Background: an optimization exercise with open tools, aiming at small area. Do not read the settings as production practice. Only simulation tests tie the RTL to the original design; equivalence was not proved. Power figures rest on the tool's default switching activity, not on a simulated workload.

<file path="flow/standard.sh">
#!/bin/bash
# synth_recipe.tcl (not shown) runs the flow's synth.tcl, then flattens the netlist and writes it again
# the make line also repeats each setting of config.mk as NAME=value (left out here)
make -C /OpenROAD-flow-scripts/flow DESIGN_CONFIG=/design/flow/config.mk WORK_HOME=/design/flow/orfs CLKGATE_MAP_FILE= SYNTH_SCRIPT=/design/flow/synth_recipe.tcl "${@:-finish}"
</file>
<file path="flow/constraint.sdc">
create_clock -name core_clock -period 10.0 [get_ports {CLK}]
set_input_delay 2.0000 -clock core_clock [delete_from_list [all_inputs] [get_ports {CLK}]]
set_output_delay 2.0000 -clock core_clock [all_outputs]
set_load 0.01 [all_outputs]
</file>
<file path="flow/config.mk">
export PLATFORM = sky130hd
export DESIGN_NAME = Sdram_Control
export DESIGN_NICKNAME = Sdram_Control
export VERILOG_FILES = /design/flow/design.v
export SDC_FILE = /design/flow/constraint.sdc
export NUM_CORES = 8
export LEC_CHECK = 0
export CAP_MARGIN = 0
export CORE_MARGIN = 2
export CORE_UTILIZATION = 40
export SLEW_MARGIN = 0
</file>
<file path="flow/design.v">
parameter	INIT_PER	   =	24000;
parameter	REF_PER		=	1024;
parameter	SC_CL		  =	3;
parameter	SC_RCD		=	3;
parameter	SC_RRD		=	7;
parameter	SC_PM		  =	1;
parameter	SC_BL		  =	1;
parameter	SDR_BL		=	(SC_PM == 1) ? 3'b111	:
							        (SC_BL == 1) ? 3'b000	:
							        (SC_BL == 2) ? 3'b001 :
							        (SC_BL == 4) ? 3'b010 : 3'b011;
parameter	SDR_BT		=	1'b0;	 
parameter	SDR_CL		=	(SC_CL == 2) ? 3'b10 : 3'b11;
module Sdram_Control (
		RESET_N, CLK,
		WR1_ADDR, WR1_MAX_ADDR, WR1_LENGTH, WR1_LOAD,
		WR1_FIFO_Q, WR1_FIFO_RUSEDW, WR1_FIFO_RDREQ,
		RD1_ADDR, RD1_MAX_ADDR, RD1_LENGTH, RD1_LOAD,
		RD1_FIFO_DATA, RD1_FIFO_WRREQ, RD1_FIFO_WUSEDW,
		SA, BA, CS_N, CKE, RAS_N, CAS_N, WE_N,
		DQ_IN, DQ_OUT, DQ_OE, DQM
);
parameter	INIT_PER	   =	24000;
parameter	REF_PER		=	1024;
parameter	SC_CL		  =	3;
parameter	SC_RCD		=	3;
parameter	SC_RRD		=	7;
parameter	SC_PM		  =	1;
parameter	SC_BL		  =	1;
parameter	SDR_BL		=	(SC_PM == 1) ? 3'b111	:
							        (SC_BL == 1) ? 3'b000	:
							        (SC_BL == 2) ? 3'b001 :
							        (SC_BL == 4) ? 3'b010 : 3'b011;
parameter	SDR_BT		=	1'b0;	 
parameter	SDR_CL		=	(SC_CL == 2) ? 3'b10 : 3'b11;
input                           RESET_N;
input                           CLK;
input   [23-1:0]            WR1_ADDR;
input   [23-1:0]            WR1_MAX_ADDR;
input          [10:0]           WR1_LENGTH;
input                           WR1_LOAD;
input   [16-1:0]            WR1_FIFO_Q;
input           [9:0]           WR1_FIFO_RUSEDW;
output                          WR1_FIFO_RDREQ;
input   [23-1:0]            RD1_ADDR;
input   [23-1:0]            RD1_MAX_ADDR;
input          [10:0]           RD1_LENGTH;
input                           RD1_LOAD;
output  [16-1:0]            RD1_FIFO_DATA;
output                          RD1_FIFO_WRREQ;
input           [9:0]           RD1_FIFO_WUSEDW;
output        [11:0]            SA;
output         [1:0]            BA;
output         [1:0]            CS_N;
output                          CKE;
output                          RAS_N;
output                          CAS_N;
output                          WE_N;
input   [16-1:0]            DQ_IN;
output  [16-1:0]            DQ_OUT;
output                          DQ_OE;
output [16/8-1:0]           DQM;
localparam [15:0] T_TOP  = INIT_PER + REF_PER + 201;    
localparam [15:0] T_REF  = REF_PER;
function automatic lt23(input [22:0] a, input [22:0] b);
	integer i; reg l;
	begin
		l = 1'b0;
		for (i = 0; i < 23; i = i + 1)
			l = (~a[i] & b[i]) | (~a[i] & l) | (b[i] & l);
		lt23 = l;
	end
endfunction
function automatic [8:0] dec9(input [8:0] x);
	integer i; reg b;
	begin
		b = 1'b1;
		for (i = 0; i < 9; i = i + 1) begin
			dec9[i] = x[i] ^ b;
			b = b & ~x[i];
		end
	end
endfunction
function automatic [15:0] dec16(input [15:0] x);
	integer i; reg b;
	begin
		b = 1'b1;
		for (i = 0; i < 16; i = i + 1) begin
			dec16[i] = x[i] ^ b;
			b = b & ~x[i];
		end
	end
endfunction
function automatic lt10(input [9:0] a, input [9:0] b);
	integer i; reg l;
	begin
		l = 1'b0;
		for (i = 0; i < 10; i = i + 1)
			l = (~a[i] & b[i]) | (~a[i] & l) | (b[i] & l);
		lt10 = l;
	end
endfunction
reg  [22:0] rWR1_ADDR, rRD1_ADDR, rWR1_MAX, rRD1_MAX;
reg   [8:0] rWR1_LEN, rRD1_LEN;
reg         mWR, mRD;         
reg   [2:0] U;                
reg   [8:0] R;                
reg         in_req, out_valid, rdone, cmd_d, CMD_ACK, dqm_r;
reg  [22:0] A;                
reg  [15:0] mDATAOUT;
wire cnt   = U[2] | U[1];
wire st0   = (U == 3'd0);
wire st1   = (U == 3'd1);
wire endc  = cnt & (R == 9'h1FB);    
wire frc   = cnt & (R == 9'h1FF);    
wire rq0   = cnt & (R == 9'h000);    
wire Write = mWR & ~st0 & ~endc;
wire Read  = mRD & ~st0;
wire start = st0 & (mWR | (mRD & ~rdone));
wire idle  = ~mWR & ~mRD & st0 & ~WR1_LOAD & ~RD1_LOAD;
wire wcond = ~lt10(WR1_FIFO_RUSEDW, {1'b0, rWR1_LEN}) && (rWR1_LEN != 9'd0);
wire rcond = lt10(RD1_FIFO_WUSEDW, {1'b0, rRD1_LEN});
wire  [8:0] len_s = mWR ? rWR1_LEN : rRD1_LEN;
wire [22:0] max_s = mWR ? rWR1_MAX : rRD1_MAX;
reg  [23:0] nxt;             
always @* begin : add_nxt
	integer i; reg c;
	c = 1'b0;
	for (i = 0; i < 23; i = i + 1) begin
		nxt[i] = A[i] ^ (i < 9 ? len_s[i] : 1'b0) ^ c;
		c = (A[i] & (i < 9 ? len_s[i] : 1'b0)) | (c & (A[i] ^ (i < 9 ? len_s[i] : 1'b0)));
	end
	nxt[23] = c;
end
wire        mflag = (max_s[22:9] == 14'd0) && lt10({1'b0, max_s[8:0]}, {1'b0, len_s});
wire        cont  = nxt[23] ? (mflag & lt23(nxt[22:0], max_s)) : (mflag | lt23(nxt[22:0], max_s));
reg  [15:0] T;
reg         REF_REQ, LOAD_MODE, do_initial;
wire INIT_REQ  = ~REF_REQ & (T >= REF_PER + 201) & (T <= REF_PER + INIT_PER + 200);
wire PRECHARGE = ~REF_REQ & (T == REF_PER + 180);
wire REFRESH   = ~REF_REQ & ((T == REF_PER + 160) | (T == REF_PER + 140) |
                             (T == REF_PER + 120) | (T == REF_PER + 100) |
                             (T == REF_PER +  80) | (T == REF_PER +  60) |
                             (T == REF_PER +  40) | (T == REF_PER +  20));
reg do_reada, do_writea, do_refresh, do_precharge, do_load_mode;
reg [3:0] J;           
reg [2:0] P;           
reg rw_flag, ex, oe4, OE, do_rw, CM_ACK, REF_ACK;
reg [1:0] rw_shift;
wire command_done = (J != 4'd0);
wire rp_done      = (P != 3'd0);
wire do_any = do_refresh | do_reada | do_writea | do_precharge | do_load_mode;
wire READA  = cmd_d & mRD;
wire WRITEA = cmd_d & mWR;
wire PM_STOP;
reg c_r1, c_ras, c_cas, c_we, c_init;
reg s_r2, s_ras, s_cas, s_we, s_init, s_frc;
wire c_act = rw_shift[1];      
wire s_act = rw_shift[0];      
assign PM_STOP = s_frc;
always @(posedge CLK)
	if (!RESET_N) begin
		rWR1_ADDR <= WR1_ADDR;
		rRD1_ADDR <= RD1_ADDR;
		rWR1_MAX  <= WR1_MAX_ADDR;
		rRD1_MAX  <= RD1_MAX_ADDR;
		rWR1_LEN  <= WR1_LENGTH[8:0];
		rRD1_LEN  <= RD1_LENGTH[8:0];
	end else begin
		if (endc & mWR)
			rWR1_ADDR <= cont ? nxt[22:0] : WR1_ADDR;
		if (rdone)
			rRD1_ADDR <= cont ? nxt[22:0] : RD1_ADDR;
	end
always @(posedge CLK)
	if (!RESET_N) begin
		mWR <= 1'b0; mRD <= 1'b0; U <= 3'd0;
		in_req <= 1'b0; out_valid <= 1'b0; rdone <= 1'b0;
		cmd_d <= 1'b0; CMD_ACK <= 1'b0; A <= 23'd0;
	end else begin
		if (idle & wcond)
			mWR <= 1'b1;
		else if (idle & rcond)
			mRD <= 1'b1;
		if (rdone)
			mRD <= 1'b0;
		else if (endc & mWR)
			mWR <= 1'b0;
		if (st0) begin
			if (start) U <= 3'd1;
		end else if (st1) begin
			if (CMD_ACK) U <= 3'd2;
		end else if (endc)
			U <= 3'd0;
		else if (U != 3'd7)
			U <= U + 3'd1;
		if (mWR & (U == 3'd2))
			in_req <= 1'b1;
		else if (mWR & rq0)
			in_req <= 1'b0;
		out_valid <= Read & (U == 3'd7) & ~endc;
		rdone     <= Read & endc;
		cmd_d     <= st1;
		CMD_ACK   <= CM_ACK & ~CMD_ACK;
		if (cmd_d)
			A <= mWR ? rWR1_ADDR : rRD1_ADDR;
	end
always @(posedge CLK) begin
	if (st0)
		R <= len_s;
	else if (cnt)
		R <= dec9(R);
	dqm_r    <= ~(Read | Write) | ~(U[2] | (U[1] & U[0])) | (frc & Write);
	mDATAOUT <= DQ_IN;    
end
always @(posedge CLK)
	if (!RESET_N) begin
		T <= T_TOP; REF_REQ <= 1'b0; LOAD_MODE <= 1'b0; do_initial <= 1'b0;
	end else begin
		T          <= REF_ACK ? T_REF : dec16(T);
		REF_REQ    <= (T == 16'd0) | (REF_REQ & ~REF_ACK);
		LOAD_MODE  <= ~REF_REQ & (T == REF_PER + 1);
		do_initial <= INIT_REQ;
	end
always @(posedge CLK)
	if (!RESET_N) begin
		do_reada <= 0; do_writea <= 0; do_refresh <= 0; do_precharge <= 0; do_load_mode <= 0;
		J <= 0; P <= 0; rw_flag <= 0; ex <= 0;
	end else if (INIT_REQ) begin
		do_reada <= 0; do_writea <= 0; do_refresh <= 0; do_precharge <= 0; do_load_mode <= 0;
		J <= 0; P <= 0; rw_flag <= 0; ex <= 0;
	end else begin
		do_refresh   <= (REF_REQ | REFRESH) & ~command_done & ~do_refresh & ~rp_done & ~do_reada & ~do_writea;
		do_reada     <= READA  & ~command_done & ~do_reada  & ~rp_done & ~REF_REQ;
		do_writea    <= WRITEA & ~command_done & ~do_writea & ~rp_done & ~REF_REQ;
		if ((READA  & ~command_done & ~do_reada  & ~rp_done & ~REF_REQ) |
		    (WRITEA & ~command_done & ~do_writea & ~rp_done & ~REF_REQ))
			ex <= 1'b1;
		do_precharge <= PRECHARGE & ~command_done & ~do_precharge;
		do_load_mode <= LOAD_MODE & ~command_done & ~do_load_mode;
		if (do_any) begin
			J <= 4'd9;
			rw_flag <= do_reada;
		end else if (J != 4'd0)
			J <= J - 4'd1;
		if (J == 4'd1)
			P <= 3'd5;
		else if (~ex) begin
			if (P != 3'd0) P <= P - 3'd1;
		end else if (PM_STOP) begin
			if (P != 3'd0) P <= P - 3'd1;
			ex <= 1'b0;
		end
	end
always @(posedge CLK)
	if (!RESET_N) begin
		oe4 <= 0; OE <= 0; rw_shift <= 0; do_rw <= 0; CM_ACK <= 0; REF_ACK <= 0;
	end else begin
		if (do_writea)
			oe4 <= 1'b1;
		else if (do_precharge | do_reada | do_refresh | do_initial | PM_STOP)
			oe4 <= 1'b0;
		OE <= oe4;
		if (do_reada | do_writea)
			rw_shift <= 2'b10;
		else begin
			rw_shift <= rw_shift >> 1;
			do_rw    <= rw_shift[0];
		end
		if (do_refresh & REF_REQ)
			REF_ACK <= 1'b1;
		else if (do_any)
			CM_ACK <= 1'b1;
		else begin
			REF_ACK <= 1'b0;
			CM_ACK  <= 1'b0;
		end
	end
always @(posedge CLK)
	if (!RESET_N) begin
		c_r1 <= 0; c_ras <= 1; c_cas <= 1; c_we <= 1; c_init <= 0;
		s_r2 <= 0; s_ras <= 1; s_cas <= 1; s_we <= 1; s_init <= 0; s_frc <= 0;
	end else begin
		c_r1    <= 1'b1;
		c_init  <= do_initial;
		if (do_refresh)                              {c_ras, c_cas, c_we} <= 3'b001;
		else if (do_precharge & (oe4 | rw_flag))     {c_ras, c_cas, c_we} <= 3'b110;
		else if (do_precharge)                       {c_ras, c_cas, c_we} <= 3'b010;
		else if (do_load_mode)                       {c_ras, c_cas, c_we} <= 3'b000;
		else if (do_reada | do_writea)               {c_ras, c_cas, c_we} <= 3'b011;
		else if (do_rw)                              {c_ras, c_cas, c_we} <= {2'b10, rw_flag};
		else                                         {c_ras, c_cas, c_we} <= 3'b111;
		s_r2    <= c_r1;
		s_init  <= c_init;
		s_frc   <= frc;
		{s_ras, s_cas, s_we} <= {c_ras, c_cas, c_we};
	end
wire s_lm    = ~s_ras & ~s_cas & ~s_we;                  
wire s_baz   = ~s_we & (s_cas | ~s_ras);                 
wire s_csall = (~s_ras & (~s_cas | ~s_we)) | (s_cas & ~s_we) | s_init;   
wire s_a10   = (s_ras & ~s_cas) | (s_cas & ~s_we);       
wire [11:0] sa_rc = s_act ? {A[19], A[18] & ~s_a10, A[17:8]} : {4'd0, A[7:0]};
assign SA    = s_frc ? 12'h200 : s_lm ? {2'b00, SDR_CL, SDR_BT, SDR_BL} : sa_rc;
assign BA    = s_baz ? 2'b00 : A[21:20];
assign CS_N  = ~s_r2 ? 2'b01 : s_csall ? 2'b00 : {~A[22], A[22]};
assign CKE   = s_r2;
assign RAS_N = s_ras & ~s_frc;
assign CAS_N = s_cas | s_frc;
assign WE_N  = s_we & ~s_frc;
assign DQM   = {dqm_r, dqm_r};
assign DQ_OUT = WR1_FIFO_Q;
assign DQ_OE  = OE;
assign WR1_FIFO_RDREQ = in_req;
assign RD1_FIFO_WRREQ = out_valid;
assign RD1_FIFO_DATA  = mDATAOUT;
endmodule
</file>
<file path="flow/flow/run.sh">
#!/bin/bash
set -euo pipefail
bash standard.sh finish 'BUFFER_PORTS_ARGS=-buffer_cell sky130_fd_sc_hd__buf_1' 'CTS_ARGS=-sink_clustering_enable -repair_clock_nets -sink_clustering_size 30 -sink_clustering_max_diameter 100 -dont_use_dummy_load' > standard_make.log 2>&1
</file>
==> results of run 1 <==
-- logic make-up after synthesis --
family	count (synthesis)	share of synthesized area
muxes	83	0.08321
buffers and inverters	114	0.04966
adders and majority gates	69	0.08709
AOI/OAI and AO/OA	177	0.1226
xor gates and xnor gates	5	0.004240
DFF	220	0.5417
and+or+nand+nor	230	0.1116
-- area by class of cell --
| type | instances | area, µm² |
|---|---|---|
| clock buffer | 12 | 300.3 |
| fill | 2402 | 13670 |
| inverter | 64 | 241.5 |
| multi-input combinational | 564 | 4234 |
| sequential | 220 | 5599 |
| tap | 330 | 412.9 |
| timing repair buffer | 201 | 795.8 |
-- worst min path at each step --
stage,from,to,cells past startpoint
after floorplan,c_cas,s_cas,1
after global placement,c_ras,s_ras,1
after detailed placement,c_ras,s_ras,1
after CTS,c_we,s_we,1
after global routing,c_we,s_we,1
final,c_we,s_we,1
-- sequential cells by signal, summed over array words and instances (netlist names), 2 cells and up, named ones only --
register   cells
rw_shift       2
mDATAOUT      16
rWR1_MAX      23
U              3
rWR1_ADDR     23
T             16
rRD1_LEN       9
rRD1_ADDR     23
A             23
rWR1_LEN       9
R              9
J              4
P              2
rRD1_MAX      23
-- per-layer routing --
metal  wire length [µm]  vias to the layer above
met3               1955                       29
met4                251                        0
li1                   -                     3614
met1              11160                     3461
met5                  0                        -
met2              11220                      237
-- power groups by stage --
stage | Combinational [mW] | Sequential (mW) | Clock (mW)
after floorplan | 0.469 | 1.17 | 0
after global placement | 0.614 | 1.19 | 0
after detailed placement | 0.625 | 1.20 | 0
after CTS | 0.629 | 1.18 | 0.516
after global routing | 0.704 | 1.19 | 0.545
final | 0.631 | 1.18 | 0.499
-- cell usage after synthesis (all sizes together) (3+ instances only) --
master | number | area share
a2111oi | 4 | 0.0034
a211oi | 30 | 0.022
a21o | 3 | 0.0022
a21oi | 39 | 0.019
a22o | 30 | 0.025
a22oi | 5 | 0.0036
a31oi | 7 | 0.0042
and2 | 8 | 0.0048
and3 | 4 | 0.0024
buf | 33 | 0.020
clkbuf | 17 | 0.0062
dfxtp | 101 | 0.20
edfxtp | 119 | 0.35
fa | 8 | 0.016
ha | 48 | 0.058
inv | 64 | 0.023
maj3 | 13 | 0.013
mux2 | 23 | 0.025
mux2i | 60 | 0.058
nand2 | 41 | 0.015
nand2b | 10 | 0.0061
nand3 | 11 | 0.0053
nand4 | 7 | 0.0042
nor2 | 78 | 0.029
nor2b | 13 | 0.0079
nor3 | 19 | 0.0092
nor3b | 7 | 0.0056
nor4 | 12 | 0.0073
o211ai | 5 | 0.0036
o21ai | 16 | 0.0078
o221ai | 4 | 0.0034
o22a | 3 | 0.0025
o22ai | 7 | 0.0042
o31ai | 4 | 0.0042
or3 | 5 | 0.0030
xnor2 | 3 | 0.0025
-- stage by stage --
| step | setup slack [ns] | instances |
|---|---|---|
| final | 1.096 | 1391 |
| after global routing | 0.4882 | 1391 |
| after CTS | 1.076 | 1391 |
| after detailed placement | 1.124 | 1379 |
| after global placement | 1.156 | 1379 |
| after floorplan | 1.319 | 898 |
-- layout by cell type (no fill, tap or decap), types with 7 or more instances in the layout --
cell type and n:
nor4_1 12, nand4_1 7, o21ai_0 15, a211oi_1 30, nor3_1 19, fa_1 8, mux2i_1 60, buf_4 11
nor2b_1 13, a21oi_1 38, nand2_1 41, clkbuf_16 12, inv_1 63, dfxtp_1 100, maj3_2 7, a22o_1 30
mux2_2 23, ha_1 48, buf_1 190, and2_1 8, o22ai_1 7, nor2_1 77, nand3_1 11, nand2b_1 10
a31oi_1 7, edfxtp_1 119
==> impl_metrics.prom, run 1 <==
# TYPE chip_impl_metric gauge
chip_impl_info{name="run_status",value="no timing/DRC/antenna violations"} 1
chip_impl_metric{name="tritoncts_num_sinks",unit=""} 220
chip_impl_info{name="cts.root.buffer_cell",value="clkbuf_16"} 1
chip_impl_metric{name="syn-num-nets",unit=""} 1124
chip_impl_metric{name="tightestPinTransition",unit="ns"} 0.7891
chip_impl_info{name="setup.worst_path.end",value="rWR1_ADDR[1]"} 1
chip_impl_info{name="tritoncts_clock_tree",value="done"} 1
chip_impl_metric{name="grtUsageMet1",unit=""} 0.2502
chip_impl_info{name="timing.hold.worst.class",value="flop to flop"} 1
chip_impl_metric{name="combinationalPowerShare",unit=""} 0.274
chip_impl_metric{name="post_cts_resize_count",unit=""} 0
chip_impl_metric{name="grt_use_total",unit=""} 0.1777
chip_impl_metric{name="synth_area",unit="µm²"} 10330
chip_impl_metric{name="ant_nets",unit=""} 0
chip_impl_metric{name="layout.nets",unit=""} 1289
chip_impl_metric{name="drc_errors",unit=""} 0
chip_impl_metric{name="synthCells",unit=""} 898
chip_impl_info{name="critPathSlowestCell",value="dfxtp_4"} 1
chip_impl_metric{name="slew_violations",unit=""} 0
chip_impl_metric{name="ys_ff_latch",unit=""} 220
chip_impl_metric{name="drt_first_pass_iters",unit=""} 5
chip_impl_metric{name="wire_per_inst",unit="µm"} 17.68
chip_impl_metric{name="grt_util_met3",unit=""} 0.03692
chip_impl_metric{name="total_power",unit="mW"} 2.305
chip_impl_metric{name="initial_utilization",unit=""} 0.4090
chip_impl_metric{name="final-setup-viol-count",unit=""} 0
chip_impl_metric{name="yosysSeqAreaShare",unit=""} 0.5417
chip_impl_info{name="rsz0062_at_grt",value="no"} 1
chip_impl_metric{name="r2r.worst_path.cells",unit=""} 37
chip_impl_metric{name="port_buffers",unit=""} 190
chip_impl_metric{name="proportion_of_layout_cells_with_a_drive_suffix_above_1",unit=""} 0.05938
chip_impl_metric{name="cts_bufs_inserted",unit=""} 12
chip_impl_metric{name="placed_area",unit="µm²"} 11280
chip_impl_metric{name="antennaDiodeCount",unit=""} 0
chip_impl_metric{name="setup-tns-final",unit="ns"} 0
chip_impl_metric{name="io_pins",unit=""} 227
chip_impl_metric{name="global_route_wire_length_before_repair",unit="mm"} 37.54
chip_impl_metric{name="place.gp.congestion",unit=""} 0.8231
chip_impl_metric{name="timing.critical_path.arrival",unit="ns"} 9.21
chip_impl_metric{name="area.growth.synth_to_final",unit="%"} 12.14
chip_impl_metric{name="antenna_found_initial",unit=""} 0
chip_impl_metric{name="clkSlewWorstSetupHoldPaths",unit="ns"} 0.12
chip_impl_metric{name="finClkSkew",unit="ns"} 0.07151
chip_impl_info{name="setup_crit_path_kind",value="flop to flop"} 1
chip_impl_metric{name="vias_per_cell",unit=""} 5.277
chip_impl_metric{name="worst_hold_slack",unit="ns"} 0.4067
chip_impl_metric{name="die_width",unit="µm"} 164.7
chip_impl_metric{name="timing.critical_path.required",unit="ns"} 10.30
chip_impl_info{name="rr_startpoint",value="mWR"} 1
chip_impl_metric{name="yosysUniqueCellTypes",unit=""} 69
chip_impl_metric{name="power.share.clock",unit=""} 0.216
chip_impl_metric{name="ys_async_sr_fraction",unit=""} 0
chip_impl_metric{name="powerDensity",unit="nW/µm²"} 199.0
chip_impl_metric{name="vias",unit=""} 7341
chip_impl_metric{name="ctsHtreeMaxLevel",unit=""} 1
chip_impl_info{name="cp_top_family",value="adder cells"} 1
chip_impl_metric{name="cts-hold-fix-buffers",unit=""} 0
chip_impl_metric{name="netSwitchingPower",unit="mW"} 0.7319
chip_impl_info{name="synth_top_flop_cell",value="edfxtp_1"} 1
chip_impl_metric{name="max_fclk",unit="GHz"} 0.1123
chip_impl_metric{name="grt-ovfl-total",unit=""} 0
chip_impl_info{name="grt_most_used_layer",value="met2"} 1
chip_impl_metric{name="dp.final_hpwl",unit="mm"} 18.31
chip_impl_metric{name="first_iter_violations",unit=""} 543
chip_impl_info{name="critical_path.most_common_cell",value="ha_1"} 1
chip_impl_metric{name="final_core_util",unit=""} 0.4587
chip_impl_metric{name="power.share.switching",unit=""} 0.3175
chip_impl_info{name="r2r-end",value="rWR1_ADDR[1]"} 1
chip_impl_info{name="worst_setup_path_startpoint",value="mWR"} 1
chip_impl_metric{name="timing_hold_violations_final",unit=""} 0
chip_impl_metric{name="timing.max_cap.violations",unit=""} 0
chip_impl_metric{name="worst_path_largest_cell_delay",unit="ns"} 0.70
chip_impl_metric{name="first_global_vias",unit=""} 7011
chip_impl_metric{name="finalInstanceArea",unit="µm²"} 11580
chip_impl_metric{name="vdd_ir_drop_max",unit="V"} 0.0001126
chip_impl_metric{name="path_depth",unit=""} 37
chip_impl_metric{name="r2r_slack",unit="ns"} 1.10
chip_impl_metric{name="dieHeight",unit="µm"} 164.7
chip_impl_metric{name="share_seq_of_total_power",unit=""} 0.510
chip_impl_metric{name="cts_max_path_bufs",unit=""} 3
chip_impl_metric{name="post_layout_minimum_cycle_time",unit="ns"} 8.904
chip_impl_metric{name="clock_latency",unit="ns"} 0.50
chip_impl_metric{name="rel_slew_slack",unit=""} 0.4739
chip_impl_metric{name="critical_path.n_buffers_inverters",unit=""} 5
chip_impl_metric{name="critical_path.max_fanout",unit=""} 42
chip_impl_metric{name="core-area",unit="µm²"} 25250
chip_impl_metric{name="detail_route.wirelength",unit="mm"} 24.59
chip_impl_metric{name="grtUsageMet2",unit=""} 0.2891
chip_impl_metric{name="finalCritPeriodShare",unit=""} 0.8904
chip_impl_metric{name="synth-edff-count",unit=""} 119
chip_impl_metric{name="intPower",unit="mW"} 1.573
chip_impl_metric{name="power_leakage",unit="nW"} 4.255
chip_impl_info{name="cp-end-kind",value="flop"} 1
chip_impl_metric{name="grt_max_degree",unit=""} 56
chip_impl_info{name="cp-start-kind",value="flop"} 1
chip_impl_metric{name="synth.avg_cell_area",unit="µm²"} 11.50
chip_impl_metric{name="cts_post_setup_buffers_inserted",unit=""} 0
chip_impl_metric{name="std_cell_rows",unit=""} 58
chip_impl_metric{name="synth_warnings",unit=""} 1
chip_impl_metric{name="die-area",unit="µm²"} 27130
==> run 2: changes to the inputs <==
--- a/flow/config.mk
+++ b/flow/config.mk
@@ -5,7 +5,7 @@
 export SDC_FILE = /design/flow/constraint.sdc
 export NUM_CORES = 8
 export LEC_CHECK = 0
-export CAP_MARGIN = 0
+export CAP_MARGIN = 20
 export CORE_MARGIN = 2
 export CORE_UTILIZATION = 40
-export SLEW_MARGIN = 0
+export SLEW_MARGIN = 20
==> impl_metrics.prom, run 2 <==
# TYPE chip_impl_metric gauge
chip_impl_metric{name="io_pins",unit=""} 227
chip_impl_metric{name="ys_ff_latch",unit=""} 220
chip_impl_metric{name="timing.critical_path.required",unit="ns"} 10.30
chip_impl_metric{name="critical_path.max_fanout",unit=""} 42
chip_impl_metric{name="post_layout_minimum_cycle_time",unit="ns"} 8.904
chip_impl_metric{name="grt-ovfl-total",unit=""} 0
chip_impl_metric{name="synth-edff-count",unit=""} 119
chip_impl_metric{name="cts-hold-fix-buffers",unit=""} 0
chip_impl_metric{name="cts_max_path_bufs",unit=""} 3
chip_impl_metric{name="route.layer.met1.wl",unit="mm"} 11.16
chip_impl_metric{name="synthCells",unit=""} 898
chip_impl_metric{name="core-area",unit="µm²"} 25250
chip_impl_metric{name="antennaDiodeCount",unit=""} 0
chip_impl_metric{name="layout.nets",unit=""} 1289
chip_impl_metric{name="rel_slew_slack",unit=""} 0.4739
chip_impl_info{name="timing.hold.worst.class",value="flop to flop"} 1
chip_impl_metric{name="power.share.clock",unit=""} 0.216
chip_impl_info{name="yosys.area.top_type",value="edfxtp_1"} 1
chip_impl_metric{name="timing_hold_violations_final",unit=""} 0
chip_impl_metric{name="slew_violations",unit=""} 0
chip_impl_metric{name="clkSlewWorstSetupHoldPaths",unit="ns"} 0.12
chip_impl_metric{name="detail_route.wirelength",unit="mm"} 24.59
chip_impl_metric{name="setup-tns-final",unit="ns"} 0
chip_impl_metric{name="max_fclk",unit="GHz"} 0.1123
chip_impl_metric{name="wire_per_inst",unit="µm"} 17.68
chip_impl_info{name="cp-end-kind",value="flop"} 1
chip_impl_metric{name="worst_hold_slack",unit="ns"} 0.4067
chip_impl_info{name="setup_crit_path_kind",value="flop to flop"} 1
chip_impl_metric{name="yosysSeqAreaShare",unit=""} 0.5417
chip_impl_info{name="rsz0062_at_grt",value="no"} 1
chip_impl_info{name="run_status",value="no timing/DRC/antenna violations"} 1
chip_impl_metric{name="grt_use_total",unit=""} 0.1777
chip_impl_info{name="tritoncts_clock_tree",value="done"} 1
chip_impl_metric{name="sequential_area",unit="µm²"} 5599
chip_impl_metric{name="intPower",unit="mW"} 1.573
chip_impl_metric{name="finClkSkew",unit="ns"} 0.07151
chip_impl_metric{name="met2_length",unit="mm"} 11.22
chip_impl_info{name="cts.root.buffer_cell",value="clkbuf_16"} 1
chip_impl_metric{name="vdd_ir_drop_max",unit="V"} 0.0001126
chip_impl_metric{name="synth_area",unit="µm²"} 10330
chip_impl_info{name="routed.top_layer",value="met4"} 1
chip_impl_metric{name="timing.max_cap.violations",unit=""} 0
chip_impl_metric{name="die-area",unit="µm²"} 27130
chip_impl_metric{name="tightestPinTransition",unit="ns"} 0.7891
chip_impl_metric{name="port_buffers",unit=""} 190
chip_impl_info{name="most-common-layout-cells",value="190 x buf_1, 119 x edfxtp_1, 100 x dfxtp_1"} 1
chip_impl_metric{name="synth_warnings",unit=""} 1
chip_impl_metric{name="place.gp.congestion",unit=""} 0.8231
chip_impl_metric{name="first_iter_violations",unit=""} 543
chip_impl_metric{name="global_route_wire_length_before_repair",unit="mm"} 37.54
chip_impl_metric{name="power.share.switching",unit=""} 0.3175
chip_impl_metric{name="timing.critical_path.arrival",unit="ns"} 9.21
chip_impl_metric{name="area.growth.synth_to_final",unit="%"} 12.14
chip_impl_metric{name="dp.final_hpwl",unit="mm"} 18.31
chip_impl_metric{name="power_leakage",unit="nW"} 4.255
chip_impl_metric{name="post-synth-top-area-fraction",unit=""} 0.3459
chip_impl_metric{name="vias",unit=""} 7341
chip_impl_metric{name="antenna_found_initial",unit=""} 0
chip_impl_metric{name="cts_bufs_inserted",unit=""} 12
chip_impl_info{name="mostFrequentLayoutCell",value="buf_1"} 1
chip_impl_info{name="cp-start-kind",value="flop"} 1
chip_impl_info{name="synth_top_flop_cell",value="edfxtp_1"} 1
chip_impl_metric{name="std_cell_rows",unit=""} 58
chip_impl_info{name="critPathSlowestCell",value="dfxtp_4"} 1
chip_impl_metric{name="finalCritPeriodShare",unit=""} 0.8904
chip_impl_metric{name="die_width",unit="µm"} 164.7
chip_impl_info{name="netlist_top_cells_count",value="119 x edfxtp_1, 101 x dfxtp_1, 77 x nor2_1"} 1
chip_impl_metric{name="wl_met3",unit="mm"} 1.955
chip_impl_metric{name="dieHeight",unit="µm"} 164.7
chip_impl_metric{name="vias_per_cell",unit=""} 5.277
chip_impl_metric{name="tritoncts_num_sinks",unit=""} 220
chip_impl_metric{name="clock_latency",unit="ns"} 0.50
chip_impl_metric{name="powerDensity",unit="nW/µm²"} 199.0
chip_impl_metric{name="synth.avg_cell_area",unit="µm²"} 11.50
chip_impl_metric{name="worst_path_largest_cell_delay",unit="ns"} 0.70
chip_impl_metric{name="drc_errors",unit=""} 0
chip_impl_metric{name="num-fill-cells",unit=""} 2402
chip_impl_metric{name="combinationalPowerShare",unit=""} 0.274
chip_impl_metric{name="first_global_vias",unit=""} 7011
chip_impl_metric{name="ant_nets",unit=""} 0
chip_impl_metric{name="multi_input_gate_area",unit="µm²"} 4234
chip_impl_metric{name="post_cts_resize_count",unit=""} 0
chip_impl_metric{name="ctsHtreeMaxLevel",unit=""} 1
chip_impl_metric{name="syn-num-nets",unit=""} 1124
chip_impl_metric{name="drt_first_pass_iters",unit=""} 5
chip_impl_metric{name="share_seq_of_total_power",unit=""} 0.510
chip_impl_info{name="synthTopCellsByArea",value="edfxtp_1 35%, dfxtp_1 20%, ha_1 5.8%"} 1
chip_impl_metric{name="final-setup-viol-count",unit=""} 0
chip_impl_metric{name="yosysUniqueCellTypes",unit=""} 69
chip_impl_info{name="yosysMostFrequentCell",value="edfxtp_1"} 1
chip_impl_metric{name="cts_post_setup_buffers_inserted",unit=""} 0
chip_impl_metric{name="ys_async_sr_fraction",unit=""} 0
chip_impl_metric{name="grt_max_degree",unit=""} 56
chip_impl_info{name="critical_path.most_common_cell",value="ha_1"} 1
chip_impl_metric{name="proportion_of_layout_cells_with_a_drive_suffix_above_1",unit=""} 0.05938
chip_impl_metric{name="netSwitchingPower",unit="mW"} 0.7319
chip_impl_metric{name="initial_utilization",unit=""} 0.4090
## run 2: power by group through the flow
stage                     registers, mW  logic [mW]  clock network, mW
final                              1.18       0.631              0.499
after global routing               1.19       0.704              0.545
after CTS                          1.18       0.629              0.516
after detailed placement           1.20       0.625                  0
after global placement             1.19       0.614                  0
after floorplan                    1.17       0.469                  0
## run 2: routing by layer
| layer | vias up | global-route usage |
|---|---|---|
| li1 | 3614 | - |
| met3 | 29 | 0.03692 |
| met4 | 0 | 0.02688 |
| met5 | - | 0 |
| met2 | 237 | 0.2891 |
| met1 | 3461 | 0.2502 |
## run 2: final timing paths
check	depth (start not counted)	start	slack [ns]	endpoint
max	37	mWR	1.10	rWR1_ADDR[1]
min	1	c_we	0.41	s_we
max reg2reg	37	mWR	1.10	rWR1_ADDR[1]
min reg2reg	1	c_we	0.41	s_we
## run 2: layout make-up
class,count,area share
Tap cell,330,0.03564
Timing Repair Buffer,201,0.06870
Inverter,64,0.02085
Sequential cell,220,0.4834
Multi-Input combinational cell,564,0.3655
Clock buffer,12,0.02592
## run 2: cells by family (layout without fill, tap and decap cells)
| logic type | after synthesis | in the layout | synth area share |
|---|---|---|---|
| compound gates | 177 | 177 | 0.1226 |
| flops | 220 | 220 | 0.5417 |
| mux | 83 | 83 | 0.08321 |
| buf+inv | 114 | 277 | 0.04966 |
| fa+ha+maj | 69 | 69 | 0.08709 |
| xor+xnor | 5 | 5 | 0.004240 |
| simple gates | 230 | 230 | 0.1116 |
## run 2: worst max-delay path, delay by kind of cell (launching register included)
| kind | cells | cell delay [ns] |
|---|---|---|
| compound gates | 5 | 0.74 |
| fa+ha+maj | 22 | 5.36 |
| buf+inv | 5 | 0.51 |
| flops | 1 | 0.70 |
| mux | 2 | 0.65 |
| simple gates | 3 | 0.73 |
## run 2: per-stage QoR
step                cells  utilization  area, µm²  setup WS (ns)  total power [mW]
floorplan             898            -      10330          1.319             1.635
global placement     1379       0.4468      11280          1.156             1.808
detailed placement   1379       0.4468      11280          1.124             1.822
CTS                  1391       0.4587      11580          1.076             2.321
global route         1391       0.4587      11580         0.4882             2.440
finish               1391       0.4587      11580          1.096             2.305
==> run 3: changes to the inputs <==
==> flow/flow/run.sh (replaced) <==
#!/bin/bash
set -euo pipefail
bash standard.sh finish 'BUFFER_PORTS_ARGS=-buffer_cell sky130_fd_sc_hd__buf_1' 'CTS_ARGS=-sink_clustering_enable -repair_clock_nets -sink_clustering_size 30 -sink_clustering_max_diameter 160 -dont_use_dummy_load' > standard_make.log 2>&1
==> impl_metrics.prom, run 3 <==
# TYPE chip_impl_metric gauge
chip_impl_info{name="synthTopCellsByArea",value="edfxtp_1 35%, dfxtp_1 20%, ha_1 5.8%"} 1
chip_impl_info{name="mostFrequentLayoutCell",value="buf_1"} 1
chip_impl_metric{name="detail_route.wirelength",unit="mm"} 24.47
chip_impl_info{name="netlist_top_cells_count",value="119 x edfxtp_1, 101 x dfxtp_1, 77 x nor2_1"} 1
chip_impl_info{name="rr_startpoint",value="mWR"} 1
chip_impl_metric{name="ys_async_sr_fraction",unit=""} 0
chip_impl_info{name="yosysMostFrequentCell",value="edfxtp_1"} 1
chip_impl_metric{name="timing_hold_violations_final",unit=""} 0
chip_impl_metric{name="r2r.worst_path.cells",unit=""} 37
chip_impl_metric{name="timing.critical_path.arrival",unit="ns"} 9.21
chip_impl_metric{name="sequential_area",unit="µm²"} 5599
chip_impl_info{name="critPathSlowestCell",value="dfxtp_4"} 1
chip_impl_metric{name="grt_use_total",unit=""} 0.1774
chip_impl_metric{name="proportion_of_layout_cells_with_a_drive_suffix_above_1",unit=""} 0.05849
chip_impl_metric{name="global_route_wire_length_before_repair",unit="mm"} 37.45
chip_impl_metric{name="dpl_cells",unit=""} 1379
chip_impl_info{name="cp-end-kind",value="flop"} 1
chip_impl_metric{name="vias",unit=""} 7302
chip_impl_metric{name="synthCells",unit=""} 898
chip_impl_metric{name="multi_input_gate_area",unit="µm²"} 4234
chip_impl_metric{name="first_iter_violations",unit=""} 556
chip_impl_metric{name="core-area",unit="µm²"} 25250
chip_impl_metric{name="final-setup-viol-count",unit=""} 0
chip_impl_metric{name="io_pins",unit=""} 227
chip_impl_metric{name="place.gp.congestion",unit=""} 0.8231
chip_impl_metric{name="setup-tns-final",unit="ns"} 0
chip_impl_info{name="yosys.area.top_type",value="edfxtp_1"} 1
chip_impl_metric{name="port_buffers",unit=""} 190
chip_impl_info{name="cts.root.buffer_cell",value="clkbuf_16"} 1
chip_impl_info{name="cp-start-kind",value="flop"} 1
chip_impl_metric{name="drc_errors",unit=""} 0
chip_impl_metric{name="yosysUniqueCellTypes",unit=""} 69
chip_impl_info{name="most-common-layout-cells",value="190 x buf_1, 119 x edfxtp_1, 100 x dfxtp_1"} 1
chip_impl_metric{name="timing.final.ws_setup",unit="ns"} 1.062
chip_impl_info{name="setup_crit_path_kind",value="flop to flop"} 1
chip_impl_metric{name="synth_warnings",unit=""} 1
chip_impl_metric{name="grt-ovfl-total",unit=""} 0
chip_impl_metric{name="wire_per_inst",unit="µm"} 17.60
chip_impl_info{name="timing.hold.worst.start",value="c_we"} 1
chip_impl_metric{name="clkSlewWorstSetupHoldPaths",unit="ns"} 0.12
chip_impl_metric{name="first_global_vias",unit=""} 6998
chip_impl_metric{name="ant_nets",unit=""} 0
chip_impl_info{name="synth_top_flop_cell",value="edfxtp_1"} 1
chip_impl_metric{name="ys_ff_latch",unit=""} 220
chip_impl_metric{name="layout.nets",unit=""} 1288
chip_impl_metric{name="clock_latency",unit="ns"} 0.48
chip_impl_metric{name="std_cell_rows",unit=""} 58
chip_impl_metric{name="rel_slew_slack",unit=""} 0.4633
chip_impl_metric{name="antenna_found_initial",unit=""} 0
chip_impl_metric{name="max_fclk",unit="GHz"} 0.1119
chip_impl_metric{name="dieHeight",unit="µm"} 164.7
chip_impl_metric{name="worst_hold_slack",unit="ns"} 0.4179
chip_impl_metric{name="synth-edff-count",unit=""} 119
chip_impl_metric{name="grt_max_degree",unit=""} 56
chip_impl_metric{name="combinationalPowerShare",unit=""} 0.277
chip_impl_metric{name="cts_post_setup_buffers_inserted",unit=""} 0
chip_impl_metric{name="powerDensity",unit="nW/µm²"} 197.3
chip_impl_metric{name="power.share.clock",unit=""} 0.208
chip_impl_metric{name="ctsHtreeMaxLevel",unit=""} 1
chip_impl_metric{name="worst_path_largest_cell_delay",unit="ns"} 0.70
chip_impl_metric{name="cts_bufs_inserted",unit=""} 11
chip_impl_metric{name="intPower",unit="mW"} 1.556
chip_impl_metric{name="num-fill-cells",unit=""} 2402
chip_impl_metric{name="vias_per_cell",unit=""} 5.253
chip_impl_metric{name="tritoncts_num_sinks",unit=""} 220
chip_impl_metric{name="power_leakage",unit="nW"} 4.242
chip_impl_info{name="rsz0062_at_grt",value="no"} 1
chip_impl_metric{name="yosysSeqAreaShare",unit=""} 0.5417
chip_impl_metric{name="share_seq_of_total_power",unit=""} 0.515
chip_impl_metric{name="die_width",unit="µm"} 164.7
chip_impl_metric{name="area.growth.synth_to_final",unit="%"} 11.89
chip_impl_metric{name="r2r_slack",unit="ns"} 1.06
chip_impl_metric{name="post_layout_minimum_cycle_time",unit="ns"} 8.938
chip_impl_metric{name="detailedPlace.worstSlack",unit="ns"} 1.124
chip_impl_metric{name="netSwitchingPower",unit="mW"} 0.7247
chip_impl_metric{name="syn-num-nets",unit=""} 1124
chip_impl_info{name="tritoncts_clock_tree",value="done"} 1
chip_impl_info{name="r2r-end",value="rWR1_ADDR[8]"} 1
chip_impl_metric{name="finalCritPeriodShare",unit=""} 0.8938
chip_impl_info{name="min_to",value="s_we"} 1
chip_impl_metric{name="power.share.switching",unit=""} 0.3178
chip_impl_info{name="critical_path.most_common_cell",value="ha_1"} 1
chip_impl_metric{name="initial_utilization",unit=""} 0.4090
chip_impl_metric{name="cts_max_path_bufs",unit=""} 3
chip_impl_metric{name="timing.critical_path.required",unit="ns"} 10.28
chip_impl_metric{name="total_power",unit="mW"} 2.281
chip_impl_metric{name="drt_first_pass_iters",unit=""} 6
chip_impl_metric{name="antennaDiodeCount",unit=""} 0
chip_impl_metric{name="cts-hold-fix-buffers",unit=""} 0
chip_impl_metric{name="vdd_ir_drop_max",unit="V"} 0.0001296
chip_impl_info{name="run_status",value="no timing/DRC/antenna violations"} 1
chip_impl_metric{name="dp.final_hpwl",unit="mm"} 18.31
chip_impl_metric{name="final_instance_count_excl_fillers",unit=""} 1390
chip_impl_metric{name="synth_area",unit="µm²"} 10330
chip_impl_metric{name="timing.max_cap.violations",unit=""} 0
chip_impl_metric{name="finClkSkew",unit="ns"} 0.05281
chip_impl_metric{name="critical_path.max_fanout",unit=""} 42
chip_impl_metric{name="tightestPinTransition",unit="ns"} 0.8050
chip_impl_info{name="timing.hold.worst.class",value="flop to flop"} 1
chip_impl_metric{name="post-synth-top-area-fraction",unit=""} 0.3459
chip_impl_metric{name="holdPathStages",unit=""} 1
chip_impl_metric{name="slew_violations",unit=""} 0
chip_impl_metric{name="post_cts_resize_count",unit=""} 0
chip_impl_metric{name="synth.avg_cell_area",unit="µm²"} 11.50
chip_impl_metric{name="die-area",unit="µm²"} 27130
[run 3: cell counts after synthesis]
Identical to the previous run, type by type.
[run 3: cells by family (layout without fill, tap and decap cells)]
family	count (synthesis)	in the layout	share of synthesized area
AOI/OAI and AO/OA	177	177	0.1226
xor gates and xnor gates	5	5	0.004240
adders and majority gates	69	69	0.08709
buffers and inverters	114	276	0.04966
DFF	220	220	0.5417
muxes	83	83	0.08321
and+or+nand+nor	230	230	0.1116
[run 3: stage by stage]
stage	cell area [µm²]	util
floorplan	10330	-
global placement	11280	0.4468
detailed placement	11280	0.4468
CTS	11560	0.4577
global route	11560	0.4577
finish	11560	0.4577
[run 3: critical path, delay by kind of cell (launching register included)]
kind                       cells  cell delay, ns
AOI/OAI and AO/OA              5            0.76
muxes                          2            0.64
adders and majority gates     22            5.37
and+or+nand+nor                3            0.73
buffers and inverters          5            0.50
DFF                            1            0.70
[run 3: power groups by stage]
stage / sequential [mW] / combinational, mW / clock [mW]
detailed placement: 1.20 / 0.625 / 0
finish: 1.17 / 0.631 / 0.475
CTS: 1.18 / 0.628 / 0.493
floorplan: 1.17 / 0.469 / 0
global placement: 1.19 / 0.614 / 0
global route: 1.19 / 0.704 / 0.520
[run 3: cell type report]
| cell class | instances | area share |
|---|---|---|
| clock buffer | 11 | 0.02381 |
| inverter | 64 | 0.02089 |
| multi-input combinational | 564 | 0.3663 |
| sequential | 220 | 0.4844 |
| tap | 330 | 0.03572 |
| timing repair buffer | 201 | 0.06885 |
[run 3: how the worst max path moves through the flow]
| stage | start | to | slack (ns) | cells past startpoint |
|---|---|---|---|---|
| CTS | mWR | rWR1_ADDR[8] | 1.04 | 37 |
| finish | mWR | rWR1_ADDR[8] | 1.06 | 37 |
| global route | mWR | rWR1_ADDR[1] | 0.50 | 37 |
| floorplan | mWR | rRD1_ADDR[0] | 1.32 | 41 |
| detailed placement | mWR | rRD1_ADDR[2] | 1.12 | 36 |
| global placement | mWR | rWR1_ADDR[7] | 1.16 | 36 |
[run 3: per-layer routing]
metal  share of wire  vias up  global-route usage
met5               0        -                   0
met4          0.0098        0             0.02885
met3           0.070       21             0.03641
met2            0.46      204              0.2887
met1            0.46     3465              0.2493
li1                -     3612                   -
==> run 4: changes to the inputs <==
--- a/flow/design.v
+++ b/flow/design.v
@@ -105,7 +105,8 @@
 reg         mWR, mRD;         
 reg   [2:0] U;                
 reg   [8:0] R;                
-reg         in_req, out_valid, rdone, cmd_d, CMD_ACK, dqm_r;
+reg         out_valid, rdone, cmd_d, CMD_ACK;
+reg         cont_r, wdone;
 reg  [22:0] A;                
 reg  [15:0] mDATAOUT;
 wire cnt   = U[2] | U[1];
@@ -114,7 +115,7 @@
 wire endc  = cnt & (R == 9'h1FB);    
 wire frc   = cnt & (R == 9'h1FF);    
 wire rq0   = cnt & (R == 9'h000);    
-wire Write = mWR & ~st0 & ~endc;
+wire Write = mWR & ~st0 & ~wdone;
 wire Read  = mRD & ~st0;
 wire start = st0 & (mWR | (mRD & ~rdone));
 wire idle  = ~mWR & ~mRD & st0 & ~WR1_LOAD & ~RD1_LOAD;
@@ -142,16 +143,17 @@
                              (T == REF_PER + 120) | (T == REF_PER + 100) |
                              (T == REF_PER +  80) | (T == REF_PER +  60) |
                              (T == REF_PER +  40) | (T == REF_PER +  20));
-reg do_reada, do_writea, do_refresh, do_precharge, do_load_mode;
+reg do_rwa, do_refresh, do_precharge, do_load_mode;    
 reg [3:0] J;           
 reg [2:0] P;           
-reg rw_flag, ex, oe4, OE, do_rw, CM_ACK, REF_ACK;
+reg rw_flag, ex, oe4, OE, do_rw, REF_ACK;
+wire CM_ACK = J[3] & J[0] & ~REF_ACK;
 reg [1:0] rw_shift;
 wire command_done = (J != 4'd0);
 wire rp_done      = (P != 3'd0);
-wire do_any = do_refresh | do_reada | do_writea | do_precharge | do_load_mode;
-wire READA  = cmd_d & mRD;
-wire WRITEA = cmd_d & mWR;
+wire do_any = do_refresh | do_rwa | do_precharge | do_load_mode;
+wire do_reada  = do_rwa & mRD;
+wire do_writea = do_rwa & mWR;
 wire PM_STOP;
 reg c_r1, c_ras, c_cas, c_we, c_init;
 reg s_r2, s_ras, s_cas, s_we, s_init, s_frc;
@@ -167,24 +169,26 @@
 		rWR1_LEN  <= WR1_LENGTH[8:0];
 		rRD1_LEN  <= RD1_LENGTH[8:0];
 	end else begin
-		if (endc & mWR)
-			rWR1_ADDR <= cont ? nxt[22:0] : WR1_ADDR;
+		if (wdone)
+			rWR1_ADDR <= cont_r ? nxt[22:0] : WR1_ADDR;
 		if (rdone)
-			rRD1_ADDR <= cont ? nxt[22:0] : RD1_ADDR;
+			rRD1_ADDR <= cont_r ? nxt[22:0] : RD1_ADDR;
 	end
 always @(posedge CLK)
 	if (!RESET_N) begin
 		mWR <= 1'b0; mRD <= 1'b0; U <= 3'd0;
-		in_req <= 1'b0; out_valid <= 1'b0; rdone <= 1'b0;
+		out_valid <= 1'b0; rdone <= 1'b0; wdone <= 1'b0;
 		cmd_d <= 1'b0; CMD_ACK <= 1'b0; A <= 23'd0;
 	end else begin
+		cont_r <= cont;
+		wdone  <= mWR & cnt & (R == 9'h1FC);    
 		if (idle & wcond)
 			mWR <= 1'b1;
 		else if (idle & rcond)
 			mRD <= 1'b1;
 		if (rdone)
 			mRD <= 1'b0;
-		else if (endc & mWR)
+		else if (wdone)
 			mWR <= 1'b0;
 		if (st0) begin
 			if (start) U <= 3'd1;
@@ -194,10 +198,6 @@
 			U <= 3'd0;
 		else if (U != 3'd7)
 			U <= U + 3'd1;
-		if (mWR & (U == 3'd2))
-			in_req <= 1'b1;
-		else if (mWR & rq0)
-			in_req <= 1'b0;
 		out_valid <= Read & (U == 3'd7) & ~endc;
 		rdone     <= Read & endc;
 		cmd_d     <= st1;
@@ -210,7 +210,6 @@
 		R <= len_s;
 	else if (cnt)
 		R <= dec9(R);
-	dqm_r    <= ~(Read | Write) | ~(U[2] | (U[1] & U[0])) | (frc & Write);
 	mDATAOUT <= DQ_IN;    
 end
 always @(posedge CLK)
@@ -224,17 +223,15 @@
 	end
 always @(posedge CLK)
 	if (!RESET_N) begin
-		do_reada <= 0; do_writea <= 0; do_refresh <= 0; do_precharge <= 0; do_load_mode <= 0;
+		do_rwa <= 0; do_refresh <= 0; do_precharge <= 0; do_load_mode <= 0;
 		J <= 0; P <= 0; rw_flag <= 0; ex <= 0;
 	end else if (INIT_REQ) begin
-		do_reada <= 0; do_writea <= 0; do_refresh <= 0; do_precharge <= 0; do_load_mode <= 0;
+		do_rwa <= 0; do_refresh <= 0; do_precharge <= 0; do_load_mode <= 0;
 		J <= 0; P <= 0; rw_flag <= 0; ex <= 0;
 	end else begin
-		do_refresh   <= (REF_REQ | REFRESH) & ~command_done & ~do_refresh & ~rp_done & ~do_reada & ~do_writea;
-		do_reada     <= READA  & ~command_done & ~do_reada  & ~rp_done & ~REF_REQ;
-		do_writea    <= WRITEA & ~command_done & ~do_writea & ~rp_done & ~REF_REQ;
-		if ((READA  & ~command_done & ~do_reada  & ~rp_done & ~REF_REQ) |
-		    (WRITEA & ~command_done & ~do_writea & ~rp_done & ~REF_REQ))
+		do_refresh   <= (REF_REQ | REFRESH) & ~command_done & ~do_refresh & ~rp_done & ~do_rwa;
+		do_rwa       <= cmd_d & ~command_done & ~do_rwa & ~rp_done & ~REF_REQ;
+		if (cmd_d & ~command_done & ~do_rwa & ~rp_done & ~REF_REQ)
 			ex <= 1'b1;
 		do_precharge <= PRECHARGE & ~command_done & ~do_precharge;
 		do_load_mode <= LOAD_MODE & ~command_done & ~do_load_mode;
@@ -254,27 +251,20 @@
 	end
 always @(posedge CLK)
 	if (!RESET_N) begin
-		oe4 <= 0; OE <= 0; rw_shift <= 0; do_rw <= 0; CM_ACK <= 0; REF_ACK <= 0;
+		oe4 <= 0; OE <= 0; rw_shift <= 0; do_rw <= 0; REF_ACK <= 0;
 	end else begin
 		if (do_writea)
 			oe4 <= 1'b1;
 		else if (do_precharge | do_reada | do_refresh | do_initial | PM_STOP)
 			oe4 <= 1'b0;
 		OE <= oe4;
-		if (do_reada | do_writea)
+		if (do_rwa)
 			rw_shift <= 2'b10;
 		else begin
 			rw_shift <= rw_shift >> 1;
 			do_rw    <= rw_shift[0];
 		end
-		if (do_refresh & REF_REQ)
-			REF_ACK <= 1'b1;
-		else if (do_any)
-			CM_ACK <= 1'b1;
-		else begin
-			REF_ACK <= 1'b0;
-			CM_ACK  <= 1'b0;
-		end
+		REF_ACK <= do_refresh & REF_REQ;
 	end
 always @(posedge CLK)
 	if (!RESET_N) begin
@@ -287,7 +277,7 @@
 		else if (do_precharge & (oe4 | rw_flag))     {c_ras, c_cas, c_we} <= 3'b110;
 		else if (do_precharge)                       {c_ras, c_cas, c_we} <= 3'b010;
 		else if (do_load_mode)                       {c_ras, c_cas, c_we} <= 3'b000;
-		else if (do_reada | do_writea)               {c_ras, c_cas, c_we} <= 3'b011;
+		else if (do_rwa)                             {c_ras, c_cas, c_we} <= 3'b011;
 		else if (do_rw)                              {c_ras, c_cas, c_we} <= {2'b10, rw_flag};
 		else                                         {c_ras, c_cas, c_we} <= 3'b111;
 		s_r2    <= c_r1;
@@ -307,10 +297,11 @@
 assign RAS_N = s_ras & ~s_frc;
 assign CAS_N = s_cas | s_frc;
 assign WE_N  = s_we & ~s_frc;
-assign DQM   = {dqm_r, dqm_r};
+wire dqm_n = (U[2] & ~(mWR & s_frc)) | rdone;
+assign DQM   = {~dqm_n, ~dqm_n};
 assign DQ_OUT = WR1_FIFO_Q;
 assign DQ_OE  = OE;
-assign WR1_FIFO_RDREQ = in_req;
+assign WR1_FIFO_RDREQ = mWR & (U[2] | (U[1] & U[0])) & ~R[8];    
 assign RD1_FIFO_WRREQ = out_valid;
 assign RD1_FIFO_DATA  = mDATAOUT;
 endmodule
==> impl_metrics.prom, run 4 <==
# TYPE chip_impl_metric gauge
chip_impl_metric{name="layout.nets",unit=""} 1342
chip_impl_metric{name="die-area",unit="µm²"} 26770
chip_impl_metric{name="die_width",unit="µm"} 163.6
chip_impl_metric{name="clkSlewWorstSetupHoldPaths",unit="ns"} 0.12
chip_impl_info{name="yosysMostFrequentCell",value="nand2_1"} 1
chip_impl_metric{name="max_fclk",unit="GHz"} 0.1359
chip_impl_metric{name="synth.avg_cell_area",unit="µm²"} 10.66
chip_impl_metric{name="port_buffers",unit=""} 190
chip_impl_info{name="cp_top_family",value="adder cells"} 1
chip_impl_metric{name="antenna_found_initial",unit=""} 0
chip_impl_metric{name="vias_per_cell",unit=""} 5.051
chip_impl_metric{name="setup-tns-final",unit="ns"} 0
chip_impl_metric{name="ant_nets",unit=""} 0
chip_impl_metric{name="timing.max_cap.violations",unit=""} 0
chip_impl_metric{name="antennaDiodeCount",unit=""} 0
chip_impl_metric{name="syn-num-nets",unit=""} 1182
chip_impl_metric{name="ctsHtreeMaxLevel",unit=""} 1
chip_impl_info{name="tritoncts_clock_tree",value="done"} 1
chip_impl_metric{name="cts_bufs_inserted",unit=""} 11
chip_impl_metric{name="first_global_vias",unit=""} 7151
chip_impl_metric{name="clock_latency",unit="ns"} 0.46
chip_impl_metric{name="critical_path.n_buffers_inverters",unit=""} 4
chip_impl_info{name="rsz0062_at_grt",value="no"} 1
chip_impl_metric{name="proportion_of_layout_cells_with_a_drive_suffix_above_1",unit=""} 0.03591
chip_impl_metric{name="tightestPinTransition",unit="ns"} 0.9248
chip_impl_metric{name="first_iter_violations",unit=""} 407
chip_impl_metric{name="critical_path.max_fanout",unit=""} 29
chip_impl_metric{name="area.growth.synth_to_final",unit="%"} 11.69
chip_impl_metric{name="synth_warnings",unit=""} 1
chip_impl_info{name="most-common-layout-cells",value="190 x buf_1, 153 x nand2_1, 120 x edfxtp_1"} 1
chip_impl_info{name="mostFrequentLayoutCell",value="buf_1"} 1
chip_impl_info{name="critPathSlowestCell",value="dfxtp_4"} 1
chip_impl_metric{name="synth_area",unit="µm²"} 10190
chip_impl_info{name="synthTopCellsByArea",value="edfxtp_1 35%, dfxtp_1 19%, ha_1 5.9%"} 1
chip_impl_metric{name="dieHeight",unit="µm"} 163.6
chip_impl_metric{name="timing_hold_violations_final",unit=""} 0
chip_impl_metric{name="detail_route.wirelength",unit="mm"} 23.44
chip_impl_info{name="critical_path.most_common_cell",value="ha_1"} 1
chip_impl_info{name="run_status",value="no timing/DRC/antenna violations"} 1
chip_impl_metric{name="finClkSkew",unit="ns"} 0.05564
chip_impl_metric{name="ys_ff_latch",unit=""} 218
chip_impl_metric{name="io_pins",unit=""} 227
chip_impl_metric{name="powerDensity",unit="nW/µm²"} 199.1
chip_impl_metric{name="wire_per_inst",unit="µm"} 16.23
chip_impl_metric{name="post_layout_minimum_cycle_time",unit="ns"} 7.357
chip_impl_metric{name="ys_async_sr_fraction",unit=""} 0
chip_impl_metric{name="grt_max_degree",unit=""} 54
chip_impl_metric{name="finalCritPeriodShare",unit=""} 0.7357
chip_impl_metric{name="drt_first_pass_iters",unit=""} 4
chip_impl_metric{name="final-setup-viol-count",unit=""} 0
chip_impl_metric{name="std_cell_rows",unit=""} 58
chip_impl_metric{name="dp.final_hpwl",unit="mm"} 17.21
chip_impl_metric{name="vias",unit=""} 7293
chip_impl_info{name="timing.hold.worst.class",value="flop to flop"} 1
chip_impl_info{name="cts.root.buffer_cell",value="clkbuf_16"} 1
chip_impl_metric{name="timing.critical_path.arrival",unit="ns"} 7.69
chip_impl_info{name="cp-end-kind",value="flop"} 1
chip_impl_metric{name="drc_errors",unit=""} 0
chip_impl_metric{name="timing.critical_path.required",unit="ns"} 10.34
chip_impl_metric{name="tritoncts_num_sinks",unit=""} 218
chip_impl_metric{name="rel_slew_slack",unit=""} 0.3813
chip_impl_metric{name="power_leakage",unit="nW"} 4.269
chip_impl_metric{name="placed_area",unit="µm²"} 11110
chip_impl_metric{name="cts_max_path_bufs",unit=""} 3
chip_impl_metric{name="worst_path_largest_cell_delay",unit="ns"} 0.58
chip_impl_metric{name="synthCells",unit=""} 956
chip_impl_metric{name="slew_violations",unit=""} 0
chip_impl_metric{name="synth-edff-count",unit=""} 120
chip_impl_metric{name="global_route_wire_length_before_repair",unit="mm"} 36.94
chip_impl_metric{name="cts-hold-fix-buffers",unit=""} 0
chip_impl_info{name="netlist_top_cells_count",value="154 x nand2_1, 120 x edfxtp_1, 98 x dfxtp_1"} 1
chip_impl_metric{name="place.gp.congestion",unit=""} 0.7976
chip_impl_metric{name="post-synth-top-area-fraction",unit=""} 0.3536
chip_impl_metric{name="yosysSeqAreaShare",unit=""} 0.5462
chip_impl_info{name="synth_top_flop_cell",value="edfxtp_1"} 1
chip_impl_metric{name="cts_post_setup_buffers_inserted",unit=""} 0
chip_impl_metric{name="core-area",unit="µm²"} 25110
chip_impl_info{name="yosys.area.top_type",value="edfxtp_1"} 1
chip_impl_metric{name="initial_utilization",unit=""} 0.4058
chip_impl_info{name="cp-start-kind",value="flop"} 1
chip_impl_metric{name="finalInstanceArea",unit="µm²"} 11380
chip_impl_info{name="setup_crit_path_kind",value="flop to flop"} 1
chip_impl_metric{name="yosysUniqueCellTypes",unit=""} 63
chip_impl_metric{name="grt-ovfl-total",unit=""} 0
chip_impl_metric{name="grt_use_total",unit=""} 0.1744
chip_impl_metric{name="post_cts_resize_count",unit=""} 0
chip_impl_metric{name="vdd_ir_drop_max",unit="V"} 0.0001193
## run 4: cell count changes after synthesis, moves of 4 or more
cell	previous run	this run
a22o_1	30	0
buf_2	11	6
clkbuf_1	17	26
inv_1	64	60
mux2_2	23	5
mux2i_1	60	55
nand2_1	41	154
nand2b_1	10	14
o21ai_0	16	22
## run 4: area by class of cell
type	count	area, µm²
Clock buffer	11	275.3
Fill cell	2476	13730
Inverter	61	230.2
Multi-Input combinational cell	626	4120
Sequential cell	218	5569
Tap cell	330	412.9
Timing Repair Buffer	198	773.2
## run 4: layer usage
layer,share of wire,routed length (µm),global-route usage,vias to the layer above
met5,0,0,0,-
li1,-,-,-,3678
met2,0.49,11430,0.3035,169
met1,0.46,10680,0.2348,3429
met4,0.012,282,0.03389,0
met3,0.045,1048,0.02108,17
## run 4: worst reg2reg max path: cells and delay by family, from the launching register on
kind	cells	cell delay, ns
and+or+nand+nor	3	0.42
AOI/OAI and AO/OA	2	0.16
buffers and inverters	4	0.23
adders and majority gates	23	5.44
DFF	1	0.58
muxes	1	0.42
## run 4: metrics by stage
step           cells    util  hold WS, ns  power (mW)  setup WS [ns]
6_report        1444  0.4533       0.4179       2.266          2.643
5_1_grt         1444  0.4533       0.4327       2.417          2.227
4_1_cts         1444  0.4533       0.4204       2.291          2.643
3_5_place_dp    1433  0.4423       0.3914       1.820          2.681
3_3_place_gp    1433  0.4423       0.3924       1.810          2.773
2_1_floorplan    956       -       0.3863       1.640          2.096
## run 4: final timing paths
kind	to	slack (ns)	start	depth (start not counted)
min	s_ras	0.42	c_ras	1
min reg2reg	s_ras	0.42	c_ras	1
max	cont_r	2.64	mWR	33
max reg2reg	cont_r	2.64	mWR	33
## run 4: cell families after synthesis
group	share of synthesized area
simple gates	0.1494
flops	0.5462
compound gates	0.1003
buf+inv	0.04973
fa+ha+maj	0.08730
mux	0.06103
xor+xnor	0.006017
## run 4: power breakdown
| group | switching, mW | internal, mW | total [mW] |
|---|---|---|---|
| sequential | 0.0773 | 1.09 | 1.16 |
| clock | 0.267 | 0.199 | 0.466 |
| combinational | 0.384 | 0.252 | 0.636 |
| total | 0.728 | 1.54 | 2.27 |

-- static timing again, ports no longer ideal --
How much do the figures lean on ideal ports? The routed layouts below were timed once more, with nothing changed but the port constraints. Step 1 sets driving cells, clkbuf_16 on the clock port and buf_2 on the other inputs (assumed; they add their load-dependent delay and slew). Step 2 adds t to the input delays and takes it off the output delays; t is the mean of the earliest and latest rising clock arrival at the registers after step 1. Input paths then give back, and output paths get back, about the clock's delay inside the block. Three values: ideal ports, drivers, drivers and shift; two values: the first two.
run	t, ns	setup slack, ns	worst data-port slew with drivers (ns)	cell pins on the clock port's net
run 1	0.508	1.096 / 1.096 / 1.096	0.07	1
run 2	0.508	1.096 / 1.096 / 1.096	0.07	1
run 3	0.493	1.062 / 1.062 / 1.062	0.07	1
run 4	0.490	2.643 / 2.643 / 2.643	0.06	1
After both steps setup and hold are still met in every run listed.
